Source: an optimization exercise on an open RTL-to-GDS flow (aim: small area and a short achievable clock period). Production flows keep margins and buffers that such runs may drop. The RTL was checked by simulation tests, not by an equivalence proof against the original design.

==> flow/design.v, too long to show whole: its modules and the start of the top module <==
// module decompressor: 197 lines
// module control: 329 lines
// module imm_gen: 49 lines
// module registers: 18 lines
// module registers_float: 18 lines
// module instruction_fetch_stage: 36 lines
// module instruction_decode_stage: 82 lines
// module hazard_detection_unit: 20 lines
// module forwarding_unit: 51 lines
// module dsp_mul: 71 lines
// module mul32s_enc: 55 lines
// module mul32s_lo: 1337 lines
// module mul32s_hi: 1337 lines
// module mul24u_enc: 46 lines
// module mul24u_lo: 922 lines
// module mul24u_hi: 787 lines
// module dsp_div: 129 lines
// module dsp_float: 67 lines
// module fp_int_to_float: 76 lines
// module fp_float_to_int: 33 lines
// module fp_compare: 43 lines
// module fp_add_sub: 98 lines
// module fp_mul: 90 lines
// module fp_div: 135 lines
// module fp_sqrt: 78 lines
// module alu: 153 lines
// module bubble_counter: 34 lines
// module execute_stage: 92 lines
// module memory_stage: 29 lines
// module store_lanes: 38 lines
// module writeback_stage: 23 lines
// module quinta_core: 276 lines
module quinta_core (
    input  logic        clk,
    input  logic        rst,
    output logic [31:0] imem_addr,
    input  logic [31:0] imem_rdata,
    output logic [31:0] dmem_addr,
    output logic        dmem_we,
    output logic [ 3:0] dmem_be,
    output logic [31:0] dmem_wdata,
    output logic        dmem_re,
    input  logic [31:0] dmem_rdata
);
  // ...
==> flow/flow/run.sh <==
#!/bin/bash
# The standard layout (standard.sh), with timing repair aiming for
# SETUP_SLACK_MARGIN ns of slack beyond the clock constraint. make's full
# output goes to flow.log here; each ORFS step also keeps its own log under
# orfs/logs/.
set -euo pipefail
bash standard.sh SETUP_SLACK_MARGIN=7.5 finish > flow.log 2>&1
==> flow/standard.sh <==
#!/bin/bash
# synth_recipe.tcl (not shown) runs the flow's synth.tcl, then flattens the netlist and writes it again
# the make line also repeats each setting of config.mk as NAME=value (left out here)
make -C /OpenROAD-flow-scripts/flow DESIGN_CONFIG=/design/flow/config.mk WORK_HOME=/design/flow/orfs CLKGATE_MAP_FILE= SYNTH_SCRIPT=/design/flow/synth_recipe.tcl "${@:-finish}"
==> flow/config.mk <==
export PLATFORM = sky130hd
export DESIGN_NAME = quinta_core
export DESIGN_NICKNAME = quinta_core
export VERILOG_FILES = /design/flow/design.v
export SDC_FILE = /design/flow/constraint.sdc
export NUM_CORES = 8
export LEC_CHECK = 0
export ABC_AREA = 1
export CAP_MARGIN = 35
export CORE_MARGIN = 2
export CORE_UTILIZATION = 35
export CTS_CLUSTER_DIAMETER = 80
export CTS_CLUSTER_SIZE = 24
export SLEW_MARGIN = 35
==> flow/constraint.sdc <==
create_clock -name core_clock -period 11.5 [get_ports {clk}]
set_input_delay 2.3000 -clock core_clock [delete_from_list [all_inputs] [get_ports {clk}]]
set_output_delay 2.3000 -clock core_clock [all_outputs]
set_load 0.01 [all_outputs]
==> out/metrics.sh, run 1 <==
CTS.HTREE.LEVELS=5
CRITICAL_PATH_ENDPOINT_CATEGORY='flop'
CLOCK_ROOT_CELL='clkbuf_16'
CTS-RESIZED-GATES=1649
POST_SYNTH_FA_HA_MAJ_AREA_FRACTION_PCT=10.0
GR-USAGE-MET1_PCT=44.6
AREA_DELTA_SYNTH_FINAL_PCT=16.2
LAYOUT_MIN_CYCLE_TIME_NS=4.41
GRT_BUSIEST_LAYER='met2'
VIA_COUNT=200000
MAXCLOCKFREQUENCY_MHz=227
SYNTH_SIMPLE_GATE_AREA_SHARE_PCT=14.5
LAYOUT-DRIVE-GT1-SHARE_PCT=13.2
DPL_CELL_AREA_UM2=232000
REG2REG_SETUP_SLACK_NS=7.09
MOST_COMMON_LIBRARY_CELLS_AFTER_SYNTHESIS='nand2_1, inv_1, edfxtp_1, dfxtp_1, o21ai_0'
NETLIST_AREA_UM2=218000
CTSLONGESTPATHBUFFERS=4
STATUS='complete, no violations'
AREA_USED_BY_MULTI_INPUT_COMBINATIONAL_LOGIC_UM2=107000
LAYOUT.CELL_AREA.NON_FILLER_UM2=253000
NFILLCELLS=61400
GRT_USAGE_PCT=33.2
CP_SLOWEST_STAGE_DELAY_NS=0.52
GRT_FIRST_PASS_WIRELENGTH_UM=1480000
FINALSETUPTNS_NS=0
==> module instruction_decode_stage, before the edit <==
module instruction_decode_stage (
    input logic clk,
    input logic rst,
    input instruction_t instruction,
    input control_t control_in,   
    input logic [31:0] rs1_sel,   
    input logic [31:0] rs2_sel,   
    input logic [31:0] rs1_sel_n,
    input logic [31:0] rs2_sel_n,
    input logic [31:0] pc,
    input logic reg_write,
    input logic reg_write_float,
    input logic [4:0] write_id,
    input logic [31:0] write_data,
    output logic [31:0] immediate_data,
    output control_t control,
    output logic [31:0] read1_data,
    output logic [31:0] read2_data,
    output logic [4:0] rs1,
    output logic [4:0] rs2
);
  logic [1023:0] int_regs;
  logic [1023:0] float_regs;
  logic [31:0] read1_regs;
  logic [31:0] read2_regs;
  logic        read1_through;
  logic        read2_through;
  assign rs1 = instruction.block3;
  assign rs2 = instruction.block4;
  assign read1_through = write_id == rs1 &&
      ((reg_write == 1 && control.reg_read_float == 0) ||
       (reg_write_float == 1 && control.reg_read_float == 1));
  assign read2_through = write_id == rs2 &&
      ((reg_write == 1 && control.reg_read_float == 0) ||
       (reg_write_float == 1 && control.reg_read_float == 1));
  logic [31:0] sel1;
  logic [31:0] sel2;
  logic [31:0] read1_int;
  logic [31:0] read2_int;
  logic [31:0] read1_float;
  logic [31:0] read2_float;
  assign sel1 = rs1_sel;
  assign sel2 = rs2_sel;
  for (genvar b = 0; b < 32; b++) begin : gen_read_bit
    logic [31:0] int_column;
    logic [31:0] float_column;
    for (genvar k = 0; k < 32; k++) begin : gen_column
      assign int_column[k]   = int_regs[32*k+b];
      assign float_column[k] = float_regs[32*k+b];
    end
    assign read1_int[b]   = |(sel1[31:1] & int_column[31:1]);
    assign read2_int[b]   = |(sel2[31:1] & int_column[31:1]);
    assign read1_float[b] = |(~rs1_sel_n & float_column);
    assign read2_float[b] = |(~rs2_sel_n & float_column);
  end
  assign read1_regs = control.reg_read_float == 1 ? read1_float : read1_int;
  assign read2_regs = control.reg_read_float == 1 ? read2_float : read2_int;
  assign read1_data = read1_through ? write_data : read1_regs;
  assign read2_data = read2_through ? write_data : read2_regs;
  assign control = control_in;
  registers registers_normal_inst (
      .clk(clk),
      .rst(rst),
      .write_en(reg_write),
      .write_id(write_id),
      .write_data(write_data),
      .regs(int_regs)
  );
  registers_float registers_float_inst (
      .clk(clk),
      .rst(rst),
      .write_en(reg_write_float),
      .write_id(write_id),
      .write_data(write_data),
      .regs(float_regs)
  );
  imm_gen imm_gen_inst (
      .instruction(instruction),
      .control_encoding(control.encoding),
      .immediate_data(immediate_data)
  );
endmodule
==> module fp_int_to_float, before the edit <==
module fp_int_to_float (
    input  logic           clk,
    input  logic           rst,
    input  alu_op_t        alu_op,
    input  logic    [31:0] alu_sel,   
    input  logic    [31:0] left_operand,
    input  logic    [31:0] right_operand,
    input  logic    [31:0] left_operand_d,
    input  logic    [31:0] right_operand_d,
    output logic [31:0] int_float_res
);
  logic        int_float_run;
  logic [ 7:0] int_float_i;   
  logic        sign;
  logic [31:0] left_operand_unsigned_d;
  logic [ 7:0] shift_point;
  logic [ 7:0] shift_point_biased;
  logic [31:0] left_operand_unsigned;
  logic [54:0] mantissa_long;
  logic [54:0] mantissa_long_shifted;
  logic [22:0] mantissa;
  function automatic logic [31:0] negate(input logic [31:0] x);
    logic [31:0] p;   
    p = x;
    for (int l = 0; l < 5; l++) begin
      for (int k = 0; k < 32; k++) begin
        if (((k >> l) & 1) == 1) p[k] = p[k] | p[((k>>l)<<l)-1];
      end
    end
    negate = x ^ {p[30:0], 1'b0};
  endfunction
  assign left_operand_unsigned = negate(left_operand);
  assign shift_point_biased = shift_point + 127;   
  assign mantissa_long = {left_operand_unsigned_d, 23'b00000000_00000000_0000000};
  assign mantissa_long_shifted = mantissa_long >> shift_point[4:0];
  assign mantissa = mantissa_long_shifted[22:0];
  always_comb begin
    if (left_operand_unsigned_d == 0) begin
      int_float_res = 32'h00_00_00_00;
    end else begin
      int_float_res = {sign, shift_point_biased[7:0], mantissa};
    end
  end
  always_ff @(posedge clk) begin
    if (rst == 1) begin
      int_float_run  <= 0;
      int_float_i    <= 0;
      sign <= 0;
      shift_point <= 0;
      left_operand_unsigned_d <= 0;
    end else begin
      if (alu_sel[ALU_F_INT_FLOAT] && int_float_run == 0) begin
        int_float_run <= 1;
        int_float_i   <= 0;
        shift_point   <= 0;
        if (left_operand[31] == 1) begin
          sign <= 1;
          left_operand_unsigned_d <= left_operand_unsigned;
        end else begin
          sign <= 0;
          left_operand_unsigned_d <= left_operand;
        end
      end else begin
        if (int_float_i == 32 - 1) begin   
          int_float_run <= 0;
          int_float_i   <= 0;
        end else begin   
          int_float_i <= int_float_i + 1;
          if (int_float_run == 1 && left_operand_unsigned_d[int_float_i[4:0]] == 1) begin
            shift_point <= int_float_i;
          end
        end
      end
    end
  end
endmodule
==> module fp_div, before the edit <==
module fp_div (
    input  logic           clk,
    input  logic           rst,
    input  alu_op_t        alu_op,
    input  logic    [31:0] alu_sel,   
    input  logic    [31:0] left_operand,
    input  logic    [31:0] right_operand,
    input  logic    [31:0] left_operand_d,
    input  logic    [31:0] right_operand_d,
    output logic    [31:0] float_div_res
);
  logic [ 7:0] div_i;   
  logic        div_run;
  logic [23:0] div_right_mantissa_unshifted;
  logic [23:0] div_left_mantissa_unshifted;
  logic [23:0] div_right_mantissa_shifted;   
  logic [23:0] div_left_mantissa_shifted;
  logic        div_sign;
  logic [ 7:0] div_exponent_unshifted;
  logic [ 7:0] div_exponent;
  logic [ 4:0] div_right_shift_point;
  logic [ 4:0] div_left_shift_point;
  logic [23:0] quo;
  logic [23:0] quo_next;   
  logic [24:0] acc;
  logic [24:0] acc_next;   
  logic [23:0] div_mantissa_unshifted;
  logic [ 7:0] div_mantissa_shift_point;
  logic [22:0] div_mantissa;
  logic [ 3:0] div_mantissa_group;
  function automatic logic [4:0] lowest_set_bit(input logic [23:0] m);
    logic [15:0] m16;
    logic [ 7:0] m8;
    logic [ 3:0] m4;
    logic [ 1:0] m2;
    lowest_set_bit[4] = m[15:0] == 0;
    m16 = lowest_set_bit[4] ? {8'b0, m[23:16]} : m[15:0];
    lowest_set_bit[3] = m16[7:0] == 0;
    m8 = lowest_set_bit[3] ? m16[15:8] : m16[7:0];
    lowest_set_bit[2] = m8[3:0] == 0;
    m4 = lowest_set_bit[2] ? m8[7:4] : m8[3:0];
    lowest_set_bit[1] = m4[1:0] == 0;
    m2 = lowest_set_bit[1] ? m4[3:2] : m4[1:0];
    lowest_set_bit[0] = m2[0] == 0;
  endfunction
  assign div_right_shift_point = lowest_set_bit(div_right_mantissa_unshifted);
  assign div_left_shift_point  = lowest_set_bit(div_left_mantissa_unshifted);
  assign div_left_mantissa_shifted = div_left_mantissa_unshifted >> div_left_shift_point;
  always_comb begin
    case (div_i)
      8'd30:   div_mantissa_group = div_mantissa_unshifted[3:0];
      8'd31:   div_mantissa_group = div_mantissa_unshifted[7:4];
      8'd32:   div_mantissa_group = div_mantissa_unshifted[11:8];
      8'd33:   div_mantissa_group = div_mantissa_unshifted[15:12];
      default: div_mantissa_group = div_mantissa_unshifted[19:16];
    endcase
  end
  always_ff @(posedge clk) begin
    if (rst == 1) begin
      div_right_mantissa_shifted <= 0;
    end else begin
      div_right_mantissa_shifted <= div_right_mantissa_unshifted >> div_right_shift_point;
    end
  end
  always_ff @(posedge clk) begin
    if (rst == 1) begin
      div_run <= 0;
      div_i   <= 0;
      div_mantissa_shift_point <= 0;
      div_right_mantissa_unshifted <= 0;
      div_left_mantissa_unshifted <= 0;
      div_sign <= 0;
      div_exponent_unshifted <= 0;
      acc <= 0;
      quo <= 0;
    end else begin
      if (alu_sel[ALU_F_DIV] && div_run == 0) begin
        div_run <= 1;
        div_i <= 0;
        div_mantissa_shift_point <= 0;
        div_right_mantissa_unshifted <= {1'b1, right_operand[22:0]};
        div_left_mantissa_unshifted <= {1'b1, left_operand[22:0]};
        div_sign <= left_operand[31] ^ right_operand[31];
        div_exponent_unshifted <= left_operand[30:23] - right_operand[30:23] + 127;
      end else begin
        if (div_i == 36 - 1) begin   
          div_run <= 0;
          div_i   <= 0;
        end else begin   
          div_i <= div_i + 1;
          if (div_i < 6) begin
          end else if (div_i == 6) begin
            acc <= {{24{1'b0}}, div_left_mantissa_shifted[23]};
            quo <= {div_left_mantissa_shifted[22:0], 1'b0};
          end else if (div_i < 30) begin
            acc <= acc_next;
            quo <= quo_next;
          end else begin
            if (div_mantissa_group[3] == 1) begin
              div_mantissa_shift_point <= 24 - ((div_i - 30) * 4 + 3);
            end else if (div_mantissa_group[2] == 1) begin
              div_mantissa_shift_point <= 24 - ((div_i - 30) * 4 + 2);
            end else if (div_mantissa_group[1] == 1) begin
              div_mantissa_shift_point <= 24 - ((div_i - 30) * 4 + 1);
            end else if (div_mantissa_group[0] == 1) begin
              div_mantissa_shift_point <= 24 - ((div_i - 30) * 4 + 0);
            end
          end
        end
      end
    end
  end
  always_comb begin
    if (acc >= {1'b0, div_right_mantissa_shifted}) begin
      acc_next = (acc - div_right_mantissa_shifted) << 1;
      acc_next[0] = quo[22];
      quo_next = quo << 1;
      quo_next[0] = 1'b1;
    end else begin
      acc_next = acc << 1;
      acc_next[0] = quo[22];
      quo_next = quo << 1;
    end
  end
  assign div_mantissa_unshifted = quo_next[23:0];
  assign div_mantissa = quo[22:0] << div_mantissa_shift_point[4:0];
  always_comb begin
    if (div_right_mantissa_unshifted > div_left_mantissa_unshifted) begin
      div_exponent = div_exponent_unshifted - 1;
    end else begin
      div_exponent = div_exponent_unshifted;
    end
  end
  assign float_div_res = {div_sign, div_exponent, div_mantissa};
endmodule
==> module alu, before the edit <==
module alu (
    input logic clk,
    input logic rst,
    input logic [31:0] left_operand,
    input logic [31:0] right_operand,
    input alu_op_t alu_op,
    input logic [31:0] alu_sel,   
    input logic [31:0] res_sel,   
    input logic [31:0] res_sel_hi_n,   
    output logic [31:0] alu_res,
    output logic insert_bubble
);
  logic [63:0] mul_res;
  logic [31:0] div_res_unsigned;
  logic [31:0] rem_res_unsigned;
  logic [31:0] div_res_signed;
  logic [31:0] rem_res_signed;
  logic [31:0] int_float_res;
  logic [31:0] float_int_res;
  logic [31:0] float_add_res;
  logic [31:0] float_sub_res;
  logic        float_eq_res;
  logic        float_lt_res;
  logic        float_lte_res;
  logic [31:0] float_mul_res;
  logic [31:0] float_div_res;
  logic [31:0] float_sqrt_res;
  logic        shift_fill;
  logic        shift_big;
  logic [31:0] shift_right_res;
  logic [31:0] shift_left_res;
  assign shift_fill = (alu_sel[ALU_SHIFT_RIGHT_AR] | alu_sel[ALU_SHIFT_RIGHT_AR_IMM]) & left_operand[31];
  assign shift_big = !alu_sel[ALU_SHIFT_RIGHT_AR_IMM] && right_operand[31:5] != 0;
  always_comb begin
    if (shift_big) begin
      shift_right_res = {32{shift_fill}};
    end else begin
      shift_right_res = 32'($signed({shift_fill, left_operand}) >>> right_operand[4:0]);
    end
    if (right_operand[31:5] != 0) begin
      shift_left_res = 32'd0;
    end else begin
      shift_left_res = left_operand << right_operand[4:0];
    end
  end
  function automatic logic [1:0] compare_tree(input logic [31:0] l, input logic [31:0] r);
    logic [31:0] lt;
    logic [31:0] eq;
    lt = ~l & r;
    eq = ~(l ^ r);
    for (int w = 1; w < 32; w = w * 2) begin
      for (int k = 0; k < 32; k += 2 * w) begin
        lt[k] = lt[k+w] | (eq[k+w] & lt[k]);
        eq[k] = eq[k+w] & eq[k];
      end
    end
    compare_tree = {lt[0], eq[0]};
  endfunction
  logic [1:0] compare_unsigned;   
  logic [1:0] compare_signed;
  assign compare_unsigned = compare_tree(left_operand, right_operand);
  assign compare_signed = compare_tree(left_operand ^ 32'h80000000, right_operand ^ 32'h80000000);
  logic [31:0] res_units;
  logic [31:0] res_logic;
  logic [31:0] res_shift;
  logic        res_float_compare;
  logic        res_compare;
  logic [31:0] res_arith;
  logic [31:0][31:0] res_mask;
  for (genvar k = 0; k < 32; k++) begin : gen_res_mask
    assign res_mask[k] = {{16{!res_sel_hi_n[k]}}, {16{res_sel[k]}}};
  end
  always_comb begin
    res_units = (res_mask[ALU_MUL] & mul_res[31:0])
        | (res_mask[ALU_MULH] & mul_res[63:32])
        | (res_mask[ALU_DIV] & div_res_signed)
        | (res_mask[ALU_DIVU] & div_res_unsigned)
        | (res_mask[ALU_REM] & rem_res_signed)
        | (res_mask[ALU_REMU] & rem_res_unsigned)
        | (res_mask[ALU_F_INT_FLOAT] & int_float_res)
        | (res_mask[ALU_F_FLOAT_INT] & float_int_res)
        | (res_mask[ALU_F_ADD] & float_add_res)
        | (res_mask[ALU_F_SUB] & float_sub_res)
        | (res_mask[ALU_F_MUL] & float_mul_res)
        | (res_mask[ALU_F_DIV] & float_div_res)
        | (res_mask[ALU_F_SQRT] & float_sqrt_res);
    res_logic = ((res_mask[ALU_AND] & (left_operand & right_operand))
        | (res_mask[ALU_OR] & (left_operand | right_operand)))
        | ((res_mask[ALU_XOR] & (left_operand ^ right_operand))
        | (res_mask[ALU_ADD_0] & left_operand));   
    res_shift = (res_mask[ALU_SHIFT_LEFT] & shift_left_res)
        | ((res_mask[ALU_SHIFT_RIGHT] | res_mask[ALU_SHIFT_RIGHT_AR] | res_mask[ALU_SHIFT_RIGHT_AR_IMM]) & shift_right_res);
    res_float_compare = (res_sel[ALU_F_EQ] & float_eq_res) | (res_sel[ALU_F_LT] & float_lt_res)
        | (res_sel[ALU_F_LTEQ] & float_lte_res);
    res_compare = (res_sel[ALU_LESS_THAN_UNSIGNED] & compare_unsigned[1])
        | (res_sel[ALU_LESS_THAN_SIGNED] & compare_signed[1])
        | (res_sel[ALU_EQUAL] & compare_unsigned[0]);
    res_arith = (res_mask[ALU_ADD] & (left_operand + right_operand))
        | (res_mask[ALU_SUB] & (left_operand - right_operand));
    alu_res = ((res_units | res_logic) | (res_shift | {31'b0, res_float_compare}))
        | (res_arith | {31'b0, res_compare});
  end
  dsp_mul dsp_mul_inst (   
      .clk(clk),
      .left_operand(left_operand),
      .right_operand(right_operand),
      .mul_res(mul_res)
  );   
  dsp_div dsp_div_inst (   
      .clk(clk),
      .rst(rst),
      .alu_op(alu_op),
      .alu_sel(alu_sel),
      .left_operand(left_operand),
      .right_operand(right_operand),
      .div_res_unsigned(div_res_unsigned),
      .rem_res_unsigned(rem_res_unsigned),
      .div_res_signed(div_res_signed),
      .rem_res_signed(rem_res_signed)
  );   
  dsp_float dsp_float_inst (   
      .clk(clk),
      .rst(rst),
      .alu_op(alu_op),
      .alu_sel(alu_sel),
      .left_operand(left_operand),
      .right_operand(right_operand),
      .int_float_res(int_float_res),
      .float_int_res(float_int_res),
      .float_add_res(float_add_res),
      .float_sub_res(float_sub_res),
      .float_eq_res(float_eq_res),
      .float_lt_res(float_lt_res),
      .float_lte_res(float_lte_res),
      .float_mul_res(float_mul_res),
      .float_div_res(float_div_res),
      .float_sqrt_res(float_sqrt_res)
  );   
  logic start_2, start_6, start_32, start_36;
  logic idle_2, idle_6, idle_32, idle_36;
  logic mid_2, mid_6, mid_32, mid_36;
  assign start_2  = alu_sel[ALU_F_ADD] | alu_sel[ALU_F_SUB] | alu_sel[ALU_F_FLOAT_INT];
  assign start_6  = alu_sel[ALU_MUL] | alu_sel[ALU_MULH] | alu_sel[ALU_F_MUL];
  assign start_32 = alu_sel[ALU_DIV] | alu_sel[ALU_DIVU] | alu_sel[ALU_REM] | alu_sel[ALU_REMU]
      | alu_sel[ALU_F_INT_FLOAT] | alu_sel[ALU_F_SQRT];
  assign start_36 = alu_sel[ALU_F_DIV];
  bubble_counter #(.N(2)) bubble_2_inst (.clk(clk), .rst(rst), .start(start_2), .idle(idle_2), .mid(mid_2));
  bubble_counter #(.N(6)) bubble_6_inst (.clk(clk), .rst(rst), .start(start_6), .idle(idle_6), .mid(mid_6));
  bubble_counter #(.N(32)) bubble_32_inst (.clk(clk), .rst(rst), .start(start_32), .idle(idle_32), .mid(mid_32));
  bubble_counter #(.N(36)) bubble_36_inst (.clk(clk), .rst(rst), .start(start_36), .idle(idle_36), .mid(mid_36));
  assign insert_bubble = (start_2 & idle_2) | mid_2 | (start_6 & idle_6) | mid_6
      | (start_32 & idle_32) | mid_32 | (start_36 & idle_36) | mid_36;
endmodule
==> module quinta_core, before the edit <==
module quinta_core (
    input  logic        clk,
    input  logic        rst,
    output logic [31:0] imem_addr,
    input  logic [31:0] imem_rdata,
    output logic [31:0] dmem_addr,
    output logic        dmem_we,
    output logic [ 3:0] dmem_be,
    output logic [31:0] dmem_wdata,
    output logic        dmem_re,
    input  logic [31:0] dmem_rdata
);
  logic         sys_clk;
  assign sys_clk = clk;
  instruction_t        instruction_fetch;
  logic         [31:0] pc_fetch;
  logic                pc_pause_fetch;
  instruction_t        instruction_decode;
  instruction_t        instruction_decode_next;
  control_t            control_decode_next;
  control_t            control_decode_q;   
  logic         [31:0] rs1_sel_decode;   
  logic         [31:0] rs2_sel_decode;
  logic         [31:0] rs1_sel_n_decode;   
  logic         [31:0] rs2_sel_n_decode;
  logic         [31:0] pc_decode;
  control_t            control_decode;
  logic         [31:0] read1_data_decode;
  logic         [31:0] read2_data_decode;
  logic         [31:0] immediate_data_decode;
  logic         [ 4:0] rs1_decode;
  logic         [ 4:0] rs2_decode;
  logic                hazard_detected_decode;
  control_t            control_execute;
  logic         [31:0] alu_sel_execute;   
  logic         [31:0] res_sel_execute;   
  logic         [31:0] res_sel_hi_n_execute;   
  logic         [31:0] data1_execute;
  logic         [31:0] data2_execute;
  logic         [31:0] immediate_data_execute;
  logic         [31:0] alu_res_execute;
  logic         [31:0] pc_execute;
  logic                branch_taken_execute;
  logic         [ 4:0] rs1_execute;
  logic         [ 4:0] rs2_execute;
  logic                insert_bubble_execute;
  logic         [ 3:0] store_be_execute;
  logic         [31:0] store_wdata_execute;
  logic                hold_execute;
  logic         [ 4:0] rs1_execute_next;
  logic         [ 4:0] rs2_execute_next;
  logic                reg_read_float_execute_next;
  control_t            control_mem_next;
  logic         [ 3:0] left_sel;
  logic         [ 3:0] right_sel;
  logic         [ 2:0] store_sel;
  logic         [ 3:0] left_sel_hi_n;
  logic         [ 3:0] right_sel_hi_n;
  logic                alu_pc_execute_next;
  logic                alu_src_execute_next;
  logic         [31:0] mem_addr_execute;
  control_t            control_mem;
  logic         [31:0] alu_res_in_mem;   
  logic         [31:0] mem_data_out_mem;
  logic                branch_taken_mem;
  logic         [31:0] pc4_mem;
  logic         [31:0] dmem_addr_mem;   
  logic         [ 3:0] dmem_be_mem;
  logic         [31:0] dmem_wdata_mem;
  logic                dmem_we_mem;
  logic                dmem_re_mem;
  control_t            control_wb;
  logic         [31:0] wb_data_wb;   
  logic         [31:0] wb_fwd_wb;   
  assign hold_execute = insert_bubble_execute == 1 && hazard_detected_decode == 0 && branch_taken_mem == 0;
  always_comb begin
    control_mem_next = control_execute;
    if (branch_taken_mem == 1) begin
      control_mem_next.reg_write = 0;   
      control_mem_next.mem_write = MEM_NO_OP;   
      control_mem_next.is_branch = 0;   
    end
  end
  assign rs1_execute_next = hold_execute ? rs1_execute : rs1_decode;
  assign rs2_execute_next = hold_execute ? rs2_execute : rs2_decode;
  assign alu_pc_execute_next = hold_execute ? control_execute.alu_pc : control_decode.alu_pc;
  assign alu_src_execute_next = hold_execute ? control_execute.alu_src : control_decode.alu_src;
  assign reg_read_float_execute_next = hold_execute ? control_execute.reg_read_float : control_decode.reg_read_float;
  always_comb begin
    if (rst == 1) begin
      instruction_decode_next = 'b0;
    end else if (hazard_detected_decode == 1 || insert_bubble_execute == 1) begin
      instruction_decode_next = instruction_decode;
    end else if (branch_taken_mem == 1) begin
      instruction_decode_next = 'b0;   
    end else begin
      instruction_decode_next = instruction_fetch;
    end
  end
  control control_next_inst (
      .instruction(instruction_decode_next),
      .control(control_decode_next)
  );
  always_ff @(posedge sys_clk) begin
    instruction_decode <= instruction_decode_next;
    control_decode_q   <= control_decode_next;
    rs1_sel_decode     <= 32'd1 << instruction_decode_next.block3;
    rs2_sel_decode     <= 32'd1 << instruction_decode_next.block4;
    rs1_sel_n_decode   <= ~(32'd1 << instruction_decode_next.block3);
    rs2_sel_n_decode   <= ~(32'd1 << instruction_decode_next.block4);
  end
  always_ff @(posedge sys_clk) begin
    if (rst == 1) begin
      pc_decode <= 0;
      pc_execute <= 0;
      data1_execute <= 0;
      data2_execute <= 0;
      immediate_data_execute <= 0;
      rs1_execute <= 0;
      rs2_execute <= 0;
      control_execute <= 'b0;
      alu_sel_execute <= 32'd1;
      res_sel_execute <= 32'd1;
      res_sel_hi_n_execute <= ~32'd1;
      branch_taken_mem <= 0;
      control_mem <= 'b0;
      dmem_we_mem <= 0;
      dmem_re_mem <= 0;
      control_wb <= 'b0;
    end else begin
      if (hazard_detected_decode == 0 && insert_bubble_execute == 0) begin
        pc_decode <= pc_fetch;
      end
      if (hold_execute == 0) begin
        pc_execute <= pc_decode;
        data1_execute <= read1_data_decode;
        data2_execute <= read2_data_decode;
        immediate_data_execute <= immediate_data_decode;
        rs1_execute <= rs1_decode;
        rs2_execute <= rs2_decode;
        control_execute <= control_decode;
        alu_sel_execute <= 32'd1 << control_decode.alu_op;
        if (control_decode.alu_bypass == 1 || (control_decode.is_branch == 1 &&
            hazard_detected_decode == 0 && branch_taken_mem == 0)) begin
          res_sel_execute <= 32'd0;
          res_sel_hi_n_execute <= ~32'd0;
        end else begin
          res_sel_execute <= 32'd1 << control_decode.alu_op;
          res_sel_hi_n_execute <= ~(32'd1 << control_decode.alu_op);
        end
        if (hazard_detected_decode == 1 || branch_taken_mem == 1) begin
          control_execute.reg_write <= 0;   
          control_execute.mem_write <= MEM_NO_OP;   
          control_execute.is_branch <= 0;   
        end
      end
      branch_taken_mem <= branch_taken_execute;
      control_mem <= control_mem_next;
      dmem_we_mem <= control_mem_next.mem_write != MEM_NO_OP;
      dmem_re_mem <= control_mem_next.mem_read != MEM_NO_OP;
      control_wb <= control_mem;
    end
  end
  always_ff @(posedge sys_clk) begin
    alu_res_in_mem <= alu_res_execute;
    pc4_mem <= pc_execute + 4;
    dmem_addr_mem <= mem_addr_execute;
    dmem_be_mem <= store_be_execute;
    dmem_wdata_mem <= store_wdata_execute;
  end
  assign dmem_addr  = dmem_addr_mem;
  assign dmem_we    = dmem_we_mem;
  assign dmem_re    = dmem_re_mem;
  assign dmem_be    = dmem_be_mem;
  assign dmem_wdata = dmem_wdata_mem;
  assign pc_pause_fetch = hazard_detected_decode | insert_bubble_execute;
  instruction_fetch_stage instruction_fetch_stage_inst (
      .clk(sys_clk),
      .rst(rst),
      .branch_taken(branch_taken_mem),
      .pc_branch(alu_res_in_mem),
      .hazard_detected(pc_pause_fetch),
      .pc(pc_fetch),
      .instruction(instruction_fetch),
      .imem_addr(imem_addr),
      .imem_rdata(imem_rdata)
  );
  instruction_decode_stage instruction_decode_stage_inst (
      .clk(sys_clk),
      .rst(rst),
      .instruction(instruction_decode),
      .control_in(control_decode_q),
      .rs1_sel(rs1_sel_decode),
      .rs2_sel(rs2_sel_decode),
      .rs1_sel_n(rs1_sel_n_decode),
      .rs2_sel_n(rs2_sel_n_decode),
      .pc(pc_decode),
      .reg_write(control_wb.reg_write),
      .reg_write_float(control_wb.reg_write_float),
      .write_id(control_wb.write_back_id),
      .write_data(wb_data_wb),
      .immediate_data(immediate_data_decode),
      .control(control_decode),
      .read1_data(read1_data_decode),
      .read2_data(read2_data_decode),
      .rs1(rs1_decode),
      .rs2(rs2_decode)
  );
  hazard_detection_unit hazard_detection_unit_inst (
      .clk(sys_clk),
      .rst(rst),
      .rs1(rs1_decode),
      .rs2(rs2_decode),
      .control_ex(control_execute),
      .hazard_detected(hazard_detected_decode)
  );
  forwarding_unit forwarding_unit_inst (
      .clk(sys_clk),
      .rst(rst),
      .control_mem_next(control_mem_next),
      .control_wb_next(control_mem),
      .rs_1_next(rs1_execute_next),
      .rs_2_next(rs2_execute_next),
      .reg_read_float_next(reg_read_float_execute_next),
      .alu_pc_next(alu_pc_execute_next),
      .alu_src_next(alu_src_execute_next),
      .left_sel(left_sel),
      .right_sel(right_sel),
      .store_sel(store_sel),
      .left_sel_hi_n(left_sel_hi_n),
      .right_sel_hi_n(right_sel_hi_n)
  );
  execute_stage execute_stage_inst (
      .clk(sys_clk),
      .rst(rst),
      .pc_execute(pc_execute),
      .data1(data1_execute),
      .data2(data2_execute),
      .immediate_data(immediate_data_execute),
      .control(control_execute),
      .alu_sel(alu_sel_execute),
      .res_sel(res_sel_execute),
      .res_sel_hi_n(res_sel_hi_n_execute),
      .left_sel(left_sel),
      .right_sel(right_sel),
      .store_sel(store_sel),
      .left_sel_hi_n(left_sel_hi_n),
      .right_sel_hi_n(right_sel_hi_n),
      .alu_res_mem(alu_res_in_mem),
      .wb_fwd(wb_fwd_wb),
      .alu_res(alu_res_execute),
      .mem_addr(mem_addr_execute),
      .branch_taken(branch_taken_execute),
      .store_be(store_be_execute),
      .store_wdata(store_wdata_execute),
      .insert_bubble(insert_bubble_execute)
  );
  memory_stage memory_stage_inst (
      .clk(sys_clk),
      .rst(rst),
      .alu_res_in(alu_res_in_mem),
      .control(control_mem),
      .mem_data_out(mem_data_out_mem),
      .dmem_rdata(dmem_rdata)
  );
  writeback_stage writeback_stage_inst (
      .clk(sys_clk),
      .rst(rst),
      .control(control_mem),
      .pc4(pc4_mem),
      .alu_res(alu_res_in_mem),
      .mem_data(mem_data_out_mem),
      .wb_data(wb_data_wb),
      .wb_fwd(wb_fwd_wb)
  );
endmodule
==> run 2: changes to the inputs <==
--- a/flow/design.v
+++ b/flow/design.v
@@ -722,7 +722,6 @@
     input logic clk,
     input logic rst,
     input instruction_t instruction,
-    input control_t control_in,   
     input logic [31:0] rs1_sel,   
     input logic [31:0] rs2_sel,   
     input logic [31:0] rs1_sel_n,
@@ -777,7 +776,10 @@
   assign read2_regs = control.reg_read_float == 1 ? read2_float : read2_int;
   assign read1_data = read1_through ? write_data : read1_regs;
   assign read2_data = read2_through ? write_data : read2_regs;
-  assign control = control_in;
+  control control_inst (
+      .instruction(instruction),
+      .control(control)
+  );
   registers registers_normal_inst (
       .clk(clk),
       .rst(rst),
@@ -5638,11 +5640,7 @@
   logic        sign;
   logic [31:0] left_operand_unsigned_d;
   logic [ 7:0] shift_point;
-  logic [ 7:0] shift_point_biased;
   logic [31:0] left_operand_unsigned;
-  logic [54:0] mantissa_long;
-  logic [54:0] mantissa_long_shifted;
-  logic [22:0] mantissa;
   function automatic logic [31:0] negate(input logic [31:0] x);
     logic [31:0] p;   
     p = x;
@@ -5654,17 +5652,28 @@
     negate = x ^ {p[30:0], 1'b0};
   endfunction
   assign left_operand_unsigned = negate(left_operand);
-  assign shift_point_biased = shift_point + 127;   
-  assign mantissa_long = {left_operand_unsigned_d, 23'b00000000_00000000_0000000};
-  assign mantissa_long_shifted = mantissa_long >> shift_point[4:0];
-  assign mantissa = mantissa_long_shifted[22:0];
-  always_comb begin
-    if (left_operand_unsigned_d == 0) begin
-      int_float_res = 32'h00_00_00_00;
+  logic [ 7:0] shift_point_next;
+  logic [31:0] int_float_res_q;
+  function automatic logic [31:0] int_float_value(input logic [31:0] u, input logic s,
+                                                  input logic [7:0] point);
+    logic [54:0] shifted;
+    logic [ 7:0] biased;
+    biased  = point + 127;   
+    shifted = {u, 23'b00000000_00000000_0000000} >> point[4:0];
+    if (u == 0) begin
+      int_float_value = 32'h00_00_00_00;
     end else begin
-      int_float_res = {sign, shift_point_biased[7:0], mantissa};
+      int_float_value = {s, biased, shifted[22:0]};
+    end
+  endfunction
+  always_comb begin
+    shift_point_next = shift_point;
+    if (int_float_i != 32 - 1 && int_float_run == 1 &&
+        left_operand_unsigned_d[int_float_i[4:0]] == 1) begin
+      shift_point_next = int_float_i;
     end
   end
+  assign int_float_res = int_float_res_q;
   always_ff @(posedge clk) begin
     if (rst == 1) begin
       int_float_run  <= 0;
@@ -5672,6 +5681,7 @@
       sign <= 0;
       shift_point <= 0;
       left_operand_unsigned_d <= 0;
+      int_float_res_q <= 0;
     end else begin
       if (alu_sel[ALU_F_INT_FLOAT] && int_float_run == 0) begin
         int_float_run <= 1;
@@ -5684,16 +5694,20 @@
           sign <= 0;
           left_operand_unsigned_d <= left_operand;
         end
+        if (left_operand == 0) begin
+          int_float_res_q <= 32'h00_00_00_00;
+        end else begin
+          int_float_res_q <= {left_operand[31], 8'd127, 23'd0};
+        end
       end else begin
         if (int_float_i == 32 - 1) begin   
           int_float_run <= 0;
           int_float_i   <= 0;
         end else begin   
           int_float_i <= int_float_i + 1;
-          if (int_float_run == 1 && left_operand_unsigned_d[int_float_i[4:0]] == 1) begin
-            shift_point <= int_float_i;
-          end
         end
+        shift_point <= shift_point_next;
+        int_float_res_q <= int_float_value(left_operand_unsigned_d, sign, shift_point_next);
       end
     end
   end
@@ -5981,6 +5995,8 @@
   logic [23:0] div_left_mantissa_shifted;
   logic        div_sign;
   logic [ 7:0] div_exponent_unshifted;
+  logic [ 7:0] div_left_exponent;   
+  logic [ 7:0] div_right_exponent;
   logic [ 7:0] div_exponent;
   logic [ 4:0] div_right_shift_point;
   logic [ 4:0] div_left_shift_point;
@@ -6034,7 +6050,8 @@
       div_right_mantissa_unshifted <= 0;
       div_left_mantissa_unshifted <= 0;
       div_sign <= 0;
-      div_exponent_unshifted <= 0;
+      div_left_exponent <= 0;
+      div_right_exponent <= 8'd127;   
       acc <= 0;
       quo <= 0;
     end else begin
@@ -6045,7 +6062,8 @@
         div_right_mantissa_unshifted <= {1'b1, right_operand[22:0]};
         div_left_mantissa_unshifted <= {1'b1, left_operand[22:0]};
         div_sign <= left_operand[31] ^ right_operand[31];
-        div_exponent_unshifted <= left_operand[30:23] - right_operand[30:23] + 127;
+        div_left_exponent <= left_operand[30:23];
+        div_right_exponent <= right_operand[30:23];
       end else begin
         if (div_i == 36 - 1) begin   
           div_run <= 0;
@@ -6088,6 +6106,7 @@
   end
   assign div_mantissa_unshifted = quo_next[23:0];
   assign div_mantissa = quo[22:0] << div_mantissa_shift_point[4:0];
+  assign div_exponent_unshifted = div_left_exponent - div_right_exponent + 127;
   always_comb begin
     if (div_right_mantissa_unshifted > div_left_mantissa_unshifted) begin
       div_exponent = div_exponent_unshifted - 1;
@@ -6238,6 +6257,7 @@
   assign compare_unsigned = compare_tree(left_operand, right_operand);
   assign compare_signed = compare_tree(left_operand ^ 32'h80000000, right_operand ^ 32'h80000000);
   logic [31:0] res_units;
+  logic [31:0] res_units_late;
   logic [31:0] res_logic;
   logic [31:0] res_shift;
   logic        res_float_compare;
@@ -6250,17 +6270,15 @@
   always_comb begin
     res_units = (res_mask[ALU_MUL] & mul_res[31:0])
         | (res_mask[ALU_MULH] & mul_res[63:32])
-        | (res_mask[ALU_DIV] & div_res_signed)
         | (res_mask[ALU_DIVU] & div_res_unsigned)
-        | (res_mask[ALU_REM] & rem_res_signed)
         | (res_mask[ALU_REMU] & rem_res_unsigned)
         | (res_mask[ALU_F_INT_FLOAT] & int_float_res)
         | (res_mask[ALU_F_FLOAT_INT] & float_int_res)
-        | (res_mask[ALU_F_ADD] & float_add_res)
-        | (res_mask[ALU_F_SUB] & float_sub_res)
         | (res_mask[ALU_F_MUL] & float_mul_res)
-        | (res_mask[ALU_F_DIV] & float_div_res)
         | (res_mask[ALU_F_SQRT] & float_sqrt_res);
+    res_units_late = ((res_mask[ALU_DIV] & div_res_signed) | (res_mask[ALU_REM] & rem_res_signed))
+        | ((res_mask[ALU_F_ADD] & float_add_res) | (res_mask[ALU_F_SUB] & float_sub_res))
+        | (res_mask[ALU_F_DIV] & float_div_res);
     res_logic = ((res_mask[ALU_AND] & (left_operand & right_operand))
         | (res_mask[ALU_OR] & (left_operand | right_operand)))
         | ((res_mask[ALU_XOR] & (left_operand ^ right_operand))
@@ -6275,7 +6293,7 @@
     res_arith = (res_mask[ALU_ADD] & (left_operand + right_operand))
         | (res_mask[ALU_SUB] & (left_operand - right_operand));
     alu_res = ((res_units | res_logic) | (res_shift | {31'b0, res_float_compare}))
-        | (res_arith | {31'b0, res_compare});
+        | (res_units_late | (res_arith | {31'b0, res_compare}));
   end
   dsp_mul dsp_mul_inst (   
       .clk(clk),
@@ -6563,8 +6581,6 @@
   logic                pc_pause_fetch;
   instruction_t        instruction_decode;
   instruction_t        instruction_decode_next;
-  control_t            control_decode_next;
-  control_t            control_decode_q;   
   logic         [31:0] rs1_sel_decode;   
   logic         [31:0] rs2_sel_decode;
   logic         [31:0] rs1_sel_n_decode;   
@@ -6643,13 +6659,8 @@
       instruction_decode_next = instruction_fetch;
     end
   end
-  control control_next_inst (
-      .instruction(instruction_decode_next),
-      .control(control_decode_next)
-  );
   always_ff @(posedge sys_clk) begin
     instruction_decode <= instruction_decode_next;
-    control_decode_q   <= control_decode_next;
     rs1_sel_decode     <= 32'd1 << instruction_decode_next.block3;
     rs2_sel_decode     <= 32'd1 << instruction_decode_next.block4;
     rs1_sel_n_decode   <= ~(32'd1 << instruction_decode_next.block3);
@@ -6735,7 +6746,6 @@
       .clk(sys_clk),
       .rst(rst),
       .instruction(instruction_decode),
-      .control_in(control_decode_q),
       .rs1_sel(rs1_sel_decode),
       .rs2_sel(rs2_sel_decode),
       .rs1_sel_n(rs1_sel_n_decode),
==> run 2 against run 1 <==
Effect of this change: still clean; clock-buffer cell count is 29 higher; first-iteration DRC count is 2.5% higher; sequential share of layout area hardly changed; via count is 2.3% higher; wire length is 6.2% higher; synthesized area is 0.78% higher; maximum frequency is 1.1% lower; worst hold slack worse by 0.0085 ns; register-to-register slack worse by 0.05 ns; non-clock buffer count is 83 lower; largest cell class unchanged; highest routed layer unchanged.
==> out/metrics.sh, run 2 <==
CRITICAL_PATH_CLASS='reg2reg'
LAYOUT_MIN_CYCLE_TIME_NS=4.46  # +0.0488 ns
CLOCK_ROOT_CELL='clkbuf_16'
GLOBAL_ROUTE.OVERFLOW_TOTAL=0
YOSYS-TOP-CELLS-AREA='edfxtp_1, dfxtp_1, nand2_1'
GRT_USAGE_PCT=34.9  # +1.8 points
CTS_HOLD_BUF=0
FINAL-MAX-SLEW-VIOLATION-COUNT=0
CAP_VIOLATIONS=0
GRT_PASS1_VIAS=187000
DIE-AREA_UM2=634000
CTSLONGESTPATHBUFFERS=4  # unchanged
NUM-NETS-FINAL=26600
HOLD_VIOL=0
SYNTH.TOP_CELL.AREA_SHARE_PCT=27.5
VIA_COUNT=205000  # +2.3%
SETUP_VIOLATIONS=0
GRT_SETUP_UNREPAIRED='true'
R2R-START='alu_res_in_mem[31]$_DFF_P_'
YOSYS_WARNINGS=28
SYNTH.MOST_COMMON_CELL='nand2_1'
GP_CONGESTION=1.11
DRT-INITIAL-DRC-COUNT=31800
SETUP_WS_NS=7.04
MAPPEDNETLISTNETS=26300
CTS.HTREE.LEVELS=5  # unchanged
CRITPATHARRIVALTIME_NS=5.39
NETLIST_AREA_UM2=220000  # +0.78%
POST-PLACE-WS_NS=4.53
CORE_ROWS=291
SYN-INSTANCE-COUNT=24900
BUFFER_PORTS.INSERTED=167
VIASPERCELL=6.05
POSTROUTEWIRELENGTH_UM=1160000
NFILLCELLS=62200  # +1.3%
MOST-COMMON-LAYOUT-CELLS='nand2_1, inv_1, edfxtp_1'
TIMING.CRITICAL_PATH.FROM_TYPE='flop'
DESIGN.PORTCOUNT=168
SYNTH_SEQ_AREA_SHARE_PCT=45.9
TIMING.CRITICAL_PATH.FROM='alu_res_in_mem[31]$_DFF_P_'
CRITICAL_PATH_ENDPOINT_CATEGORY='flop'
POSTSYNTH.ASYNCRESETSHARE_PCT=0
HPWLAFTERDP_UM=820000
YS_SEQ_ELEMENTS=4036
POST-ROUTE-DRC-COUNT=0
MIN_PERIOD_OVER_PERIOD_PCT=38.7
SYNTH_AREA_PER_CELL_UM2=8.82
CLOCK_LATENCY_NS=1.12
R2R_CELLS=12
DOMINANTREGCELLSYNTH='dfxtp_1'
STATUS='complete, no violations'
YOSYS.CELL_TYPES.COUNT=87
LAYOUT.CELLS.MOST_COMMON='nand2_1'
GRT_MAX_DEGREE=109
CLOCK_SINKS=4036
TIMING.MAX_SLEW.REL_SLACK_PCT=23.1
WORST_EP_REQUIRED_TIME_NS=12.43
FINALSETUPTNS_NS=0  # unchanged
AVGROUTEDWIREPERCELL_UM=34.2
MOST_COMMON_LIBRARY_CELLS_AFTER_SYNTHESIS='nand2_1, inv_1, dfxtp_1, edfxtp_1, o21ai_0'
TRITONCTS_CLOCK_TREE='built'
DIE_Y_UM=796
ANTENNA_FOUND_INITIAL=161
REG2REG_SETUP_SLACK_NS=7.04  # -0.05 ns
DETAIL-ROUTE-ANTENNA-NETS=0
WORSTPATHMAXFANOUT=9
CLK_PIN_SLEW_NS=0.09
MAXCLOCKFREQUENCY_MHz=224  # -1.1%
HOLDCRITPATHCLASS='reg2reg'
FP.COREAREA_UM2=627000
AREA_DELTA_SYNTH_FINAL_PCT=15.9
SYNTH_LARGEST_AREA_CELL='edfxtp_1'
CLOCK_SKEW_NS=0.130
GRT_FIRST_PASS_WIRELENGTH_UM=1550000  # +5.1%
CTS_INSERTED_BUFFERS=298
FIRST_PASS_ITERS=8
DIE_WIDTH_UM=796
SYNTH-EDFF-COUNT=2016
WORST_PIN_SLEW_NS=1.14
FLOORPLAN.INITIALDENSITY_PCT=35.1
LAYOUT-DRIVE-GT1-SHARE_PCT=12.6  # -0.67 points
run 2: changes by cell type after synthesis, moves of 31 or more:
| cell | change |
|---|---|
| o21ai_0 | -52 |
| o211ai_1 | +61 |
| a221oi_1 | -97 |
| a22o_1 | -254 |
| buf_1 | -40 |
| nand2_1 | +894 |
| inv_1 | +155 |
| nand3_1 | +98 |
| o221ai_1 | +31 |
| nor2_1 | -123 |
| a21oi_1 | -77 |
run 2: metrics by stage:
| step | hold WS [ns] | util, % | std cells | instance area [um^2] |
|---|---|---|---|---|
| floorplan | 0.310 | - | 24900 | 220000 |
| global placement | 0.310 | 37.2 | 32800 | 233000 |
| detailed placement | 0.312 | 37.2 | 32800 | 234000 |
| CTS | 0.317 | 39.8 | 33600 | 250000 |
| global route | 0.310 | 40.6 | 33800 | 254000 |
| finish | 0.302 | 40.6 | 33900 | 255000 |
run 2: cells by family after synthesis:
family,synth area share (%)
compound gates,16.2
simple gates,16.1
buf+inv,7.91
fa+ha+maj,9.85
mux,0.0934
flops,45.9
xor+xnor,3.86
run 2: worst min path at each step:
stage | endpoint | slack [ns] | depth (start not counted)
floorplan | flop | 0.31 | 0
global placement | flop | 0.31 | 0
detailed placement | flop | 0.31 | 0
CTS | flop | 0.32 | 0
global route | flop | 0.31 | 0
finish | flop | 0.30 | 0
run 2: routing by layer:
| metal | vias to the layer above | part of all wire [%] | wire [um] | GRT usage, % |
|---|---|---|---|---|
| li1 | 86600 | - | - | - |
| met1 | 100000 | 40 | 460000 | 47.7 |
| met2 | 15100 | 38 | 446000 | 47.1 |
| met3 | 3138 | 14 | 165000 | 12.3 |
| met4 | 68 | 7.6 | 87700 | 20.6 |
| met5 | - | 0.074 | 862 | 0.461 |
run 2: worst max-delay path, cell delays in order, from the launching register on:
cell and delay [ns]:
dfxtp_1 0.84, inv_2 0.22, o22ai_1 0.23, nor2_1 0.06, buf_4 0.28, nor2_1 0.15, inv_1 0.05, nor3_1 0.61
nand3_1 0.62, o41ai_1 0.85, o22ai_2 0.21, nand2_1 0.13, nand2_1 0.06
run 2: cell type report:
cell class	count	area [um^2]	area share [%]
diodes	105	263	0.103
clock buffers	325	7820	3.07
clock inverters	194	2680	1.05
inverters	3258	12800	5.03
multi-input cells	16300	107000	42.1
flip-flops and latches	4036	101000	39.8
well taps	8350	10400	4.10
repair buffers	1301	11800	4.65
repair inverters	6	42.5	0.0167
run 2: timing repair:
item | in CTS | in global routing
cloned | 15 | 12
pin swaps | 104 | 229
gates resized for setup | 1532 | 741
setup buffers | 240 | 182
endpoints found under the setup margin | 948 | 554
==> run 3: changes to the inputs <==
--- a/flow/flow/run.sh
+++ b/flow/flow/run.sh
@@ -4,4 +4,4 @@
 # output goes to flow.log here; each ORFS step also keeps its own log under
 # orfs/logs/.
 set -euo pipefail
-bash standard.sh SETUP_SLACK_MARGIN=7.5 finish > flow.log 2>&1
+bash standard.sh SETUP_SLACK_MARGIN=8.0 finish > flow.log 2>&1
==> run 3 against run 2 <==
Effect of this change: global-route usage up 0.95 points; clock skew down 0.038 ns; wire length up 3.6%; register-to-register slack better by 0.33 ns; synthesized area unchanged; critical path depth up 4; synthesized cell count unchanged; core utilization up 2.6 points; cell count up 1.6%; first-iteration DRC count up 3.4%; largest cell class unchanged.
==> out/metrics.sh, run 3 <==
YOSYS.CELL_TYPES.COUNT=87  # unchanged
CTSLONGESTPATHBUFFERS=4  # unchanged
LAYOUT.CELL_AREA.NON_FILLER_UM2=271000  # +6.4%
SYN-INSTANCE-COUNT=24900  # unchanged
MOST_COMMON_LIBRARY_CELLS_AFTER_SYNTHESIS='nand2_1, inv_1, dfxtp_1, edfxtp_1, o21ai_0'
SYNTH_LARGEST_AREA_CELL='edfxtp_1'
TIMING.CRITICAL_PATH.FROM_TYPE='flop'
DPL_CELL_AREA_UM2=234000  # about the same
AVGROUTEDWIREPERCELL_UM=34.9  # +1.9%
SYNTH-EDFF-COUNT=2016  # unchanged
TIMING.MAX_SLEW.REL_SLACK_PCT=20.7  # -2.4 points
POSTROUTEWIRELENGTH_UM=1200000  # +3.6%
WHS_NS=0.298  # -0.00361 ns
VIA_COUNT=212000  # +3.2%
CLK_PIN_SLEW_NS=0.09  # about the same
DOMINANTREGCELLSYNTH='dfxtp_1'
FINALNONFILLERCELLS=34500  # +1.6%
YOSYS-TOP-CELLS-AREA='edfxtp_1, dfxtp_1, nand2_1'
FINALSETUPTNS_NS=0  # unchanged
MAPPEDNETLISTNETS=26300  # unchanged
YOSYS_WARNINGS=28  # unchanged
DESIGN.PORTCOUNT=168  # unchanged
CORE_ROWS=291  # unchanged
SETUP_VIOLATIONS=0  # unchanged
FLOORPLAN.INITIALDENSITY_PCT=35.1  # unchanged
FINAL-MAX-SLEW-VIOLATION-COUNT=0  # unchanged
CAP_VIOLATIONS=0  # unchanged
BUFFER_PORTS.INSERTED=167  # unchanged
MAXCLOCKFREQUENCY_MHz=242  # +7.9%
FP.COREAREA_UM2=627000  # unchanged
CRITPATHARRIVALTIME_NS=5.06  # -0.33 ns
WORST_EP_REQUIRED_TIME_NS=12.43  # about the same
NUM-NETS-FINAL=27200  # +2.3%
GRT_MAX_DEGREE=92  # -16%
SYNTH_AREA_PER_CELL_UM2=8.82  # unchanged
POST-ROUTE-DRC-COUNT=0  # unchanged
CLOCK_ROOT_CELL='clkbuf_16'
HPWLAFTERDP_UM=808000  # -1.5%
VIASPERCELL=6.14  # +1.6%
CRITICAL_PATH_CLASS='reg2reg'
GRT_USAGE_PCT=35.9  # +0.95 points
LAYOUT_MIN_CYCLE_TIME_NS=4.13  # -0.327 ns
DRT-INITIAL-DRC-COUNT=32900  # +3.4%
NETLIST_AREA_UM2=220000  # unchanged
CLOCK_SKEW_NS=0.0914  # -0.0382 ns
DIE-AREA_UM2=634000  # unchanged
CTS_HOLD_BUF=0  # unchanged
STATUS='complete, no violations'
YS_SEQ_ELEMENTS=4036  # unchanged
HOLD_VIOL=0  # unchanged
CTS_INSERTED_BUFFERS=274  # -8.1%
LAYOUT.CELLS.MOST_COMMON='nand2_1'
SYNTH_SEQ_AREA_SHARE_PCT=45.9  # unchanged
MIN_PERIOD_OVER_PERIOD_PCT=35.9  # -2.8 points
PLACED_CELLS_INCL_TAPS=32800  # -0.030%
WORST_PIN_SLEW_NS=1.18  # +0.0374 ns
SYNTH.TOP_CELL.AREA_SHARE_PCT=27.5  # unchanged
POSTSYNTH.ASYNCRESETSHARE_PCT=0  # unchanged
GRT_FIRST_PASS_WIRELENGTH_UM=1590000  # +2.7%
GRT_SETUP_UNREPAIRED='true'
TRITONCTS_CLOCK_TREE='built'
DETAIL-ROUTE-ANTENNA-NETS=0  # unchanged
DIE_WIDTH_UM=796  # unchanged
CLOCK_SINKS=4036  # unchanged
HOLDCRITPATHCLASS='reg2reg'
FIRST_PASS_ITERS=14  # +6
ANTENNA_FOUND_INITIAL=158  # -1.9%
WORSTPATHMAXFANOUT=6  # -3
LAYOUT-DRIVE-GT1-SHARE_PCT=19.5  # +7.0 points
MOST-COMMON-LAYOUT-CELLS='nand2_1, inv_1, edfxtp_1'
NFILLCELLS=60500  # -2.8%
SYNTH.MOST_COMMON_CELL='nand2_1'
DIE_Y_UM=796  # unchanged
GP_CONGESTION=1.13  # +2.1%
CRITICAL_PATH_ENDPOINT_CATEGORY='flop'
GRT_PASS1_VIAS=193000  # +3.1%
CTS.HTREE.LEVELS=5  # unchanged
GLOBAL_ROUTE.OVERFLOW_TOTAL=0  # unchanged
CLOCK_LATENCY_NS=1.09  # -0.03 ns
AREA_DELTA_SYNTH_FINAL_PCT=23.3
run 3: worst max-delay path: stages (launching register included):
cell and delay (ns):
dfxtp_4 0.44, buf_12 0.13, clkinv_8 0.06, o22ai_4 0.24, nor2_4 0.07, buf_12 0.16
clkinv_8 0.08, ha_4 0.21, a21oi_4 0.13, nand3_2 0.10, nor4_4 0.39, o221ai_2 0.24
a311oi_4 0.61, o221a_2 0.32, nand4_1 0.38, a21oi_1 0.26, nand2_1 0.13
run 3: logic make-up (layout without fill, tap and decap cells):
family	after synthesis	count (layout)	share of synthesized area [%]
other cells	0	85	0
compound gates	5714	5715	16.2
simple gates	8299	8311	16.1
xor+xnor	967	967	3.86
mux	20	20	0.0934
fa+ha+maj	1331	1331	9.85
buf+inv	4562	5658	7.91
flops	4036	4036	45.9
run 3: cell type report:
type	count	area, um^2	share of cell area [%]
tap	8350	10400	3.86
clock buffer	311	7200	2.66
timing repair buffer	1913	20400	7.53
timing repair inverter	14	134	0.0494
sequential	4036	102000	37.5
multi-input combinational	16300	115000	42.5
inverter	3258	13400	4.95
clock inverter	162	2230	0.824
antenna	85	213	0.0785
run 3: layer usage:
| metal | wire (um) | track usage (%) |
|---|---|---|
| met2 | 458000 | 47.8 |
| met3 | 183000 | 15.3 |
| met5 | 989 | 0.590 |
| met4 | 104000 | 23.9 |
| met1 | 457000 | 46.8 |
run 3: repair_timing:
item | in CTS | in global routing
setup buffers | 639 | 340
endpoints found under the setup margin | 1337 | 895
pin swaps | 561 | 720
gates resized for setup | 3322 | 1566
gates cloned | 73 | 29
run 3: worst paths after layout:
| kind | cells after the start | slack (ns) | start | to |
|---|---|---|---|---|
| setup / recovery | 16 | 7.37 | forwarding_unit_inst.left_sel[0]$_SDFF_PP1_ | alu_res_in_mem[7]$_DFF_P_ |
| hold / removal | 0 | 0.30 | flop | flop |
| setup reg to reg | 16 | 7.37 | forwarding_unit_inst.left_sel[0]$_SDFF_PP1_ | alu_res_in_mem[7]$_DFF_P_ |
| hold reg to reg | 0 | 0.30 | flop | flop |
run 3: per-stage QoR:
step	util [%]	worst slack, ns
floorplan	-	7.17
global placement	37.2	4.58
detailed placement	37.3	4.62
CTS	41.6	7.31
global route	43.2	7.34
finish	43.2	7.37

-- static timing again, ports no longer ideal --
In the flow no input, the clock included, has a driving cell. The finished layouts below were timed again as built, in two steps.
Step 1, drivers: a clkbuf_16 drives clk and a buf_2 each remaining input, both assumed.
Step 2 moves the port delays by t, midway between the first and last clock arrival at a register: inputs arrive t later, outputs are due t later. That takes back most of the time a late clock gives input paths.
a / b / c = ideal ports / drivers / drivers and shift; a / b = the first two.
run | shift t [ns] | setup WS [ns] | clock arrival spread, ns | worst register clock-pin slew, ns
run 1 | 1.165 | 7.093 / 7.093 / 6.175 | 0.067 / 0.067 | 0.10 / 0.10
run 2 | 1.196 | 7.044 / 7.044 / 6.337 | 0.145 / 0.145 | 0.11 / 0.11
run 3 | 1.192 | 7.370 / 7.356 / 6.323 | 0.108 / 0.107 | 0.11 / 0.11
After both steps every run listed still meets setup and hold. For run 3, which loses most, drivers alone change the setup slack by -0.014 ns; drivers and shift together by -1.047 ns.
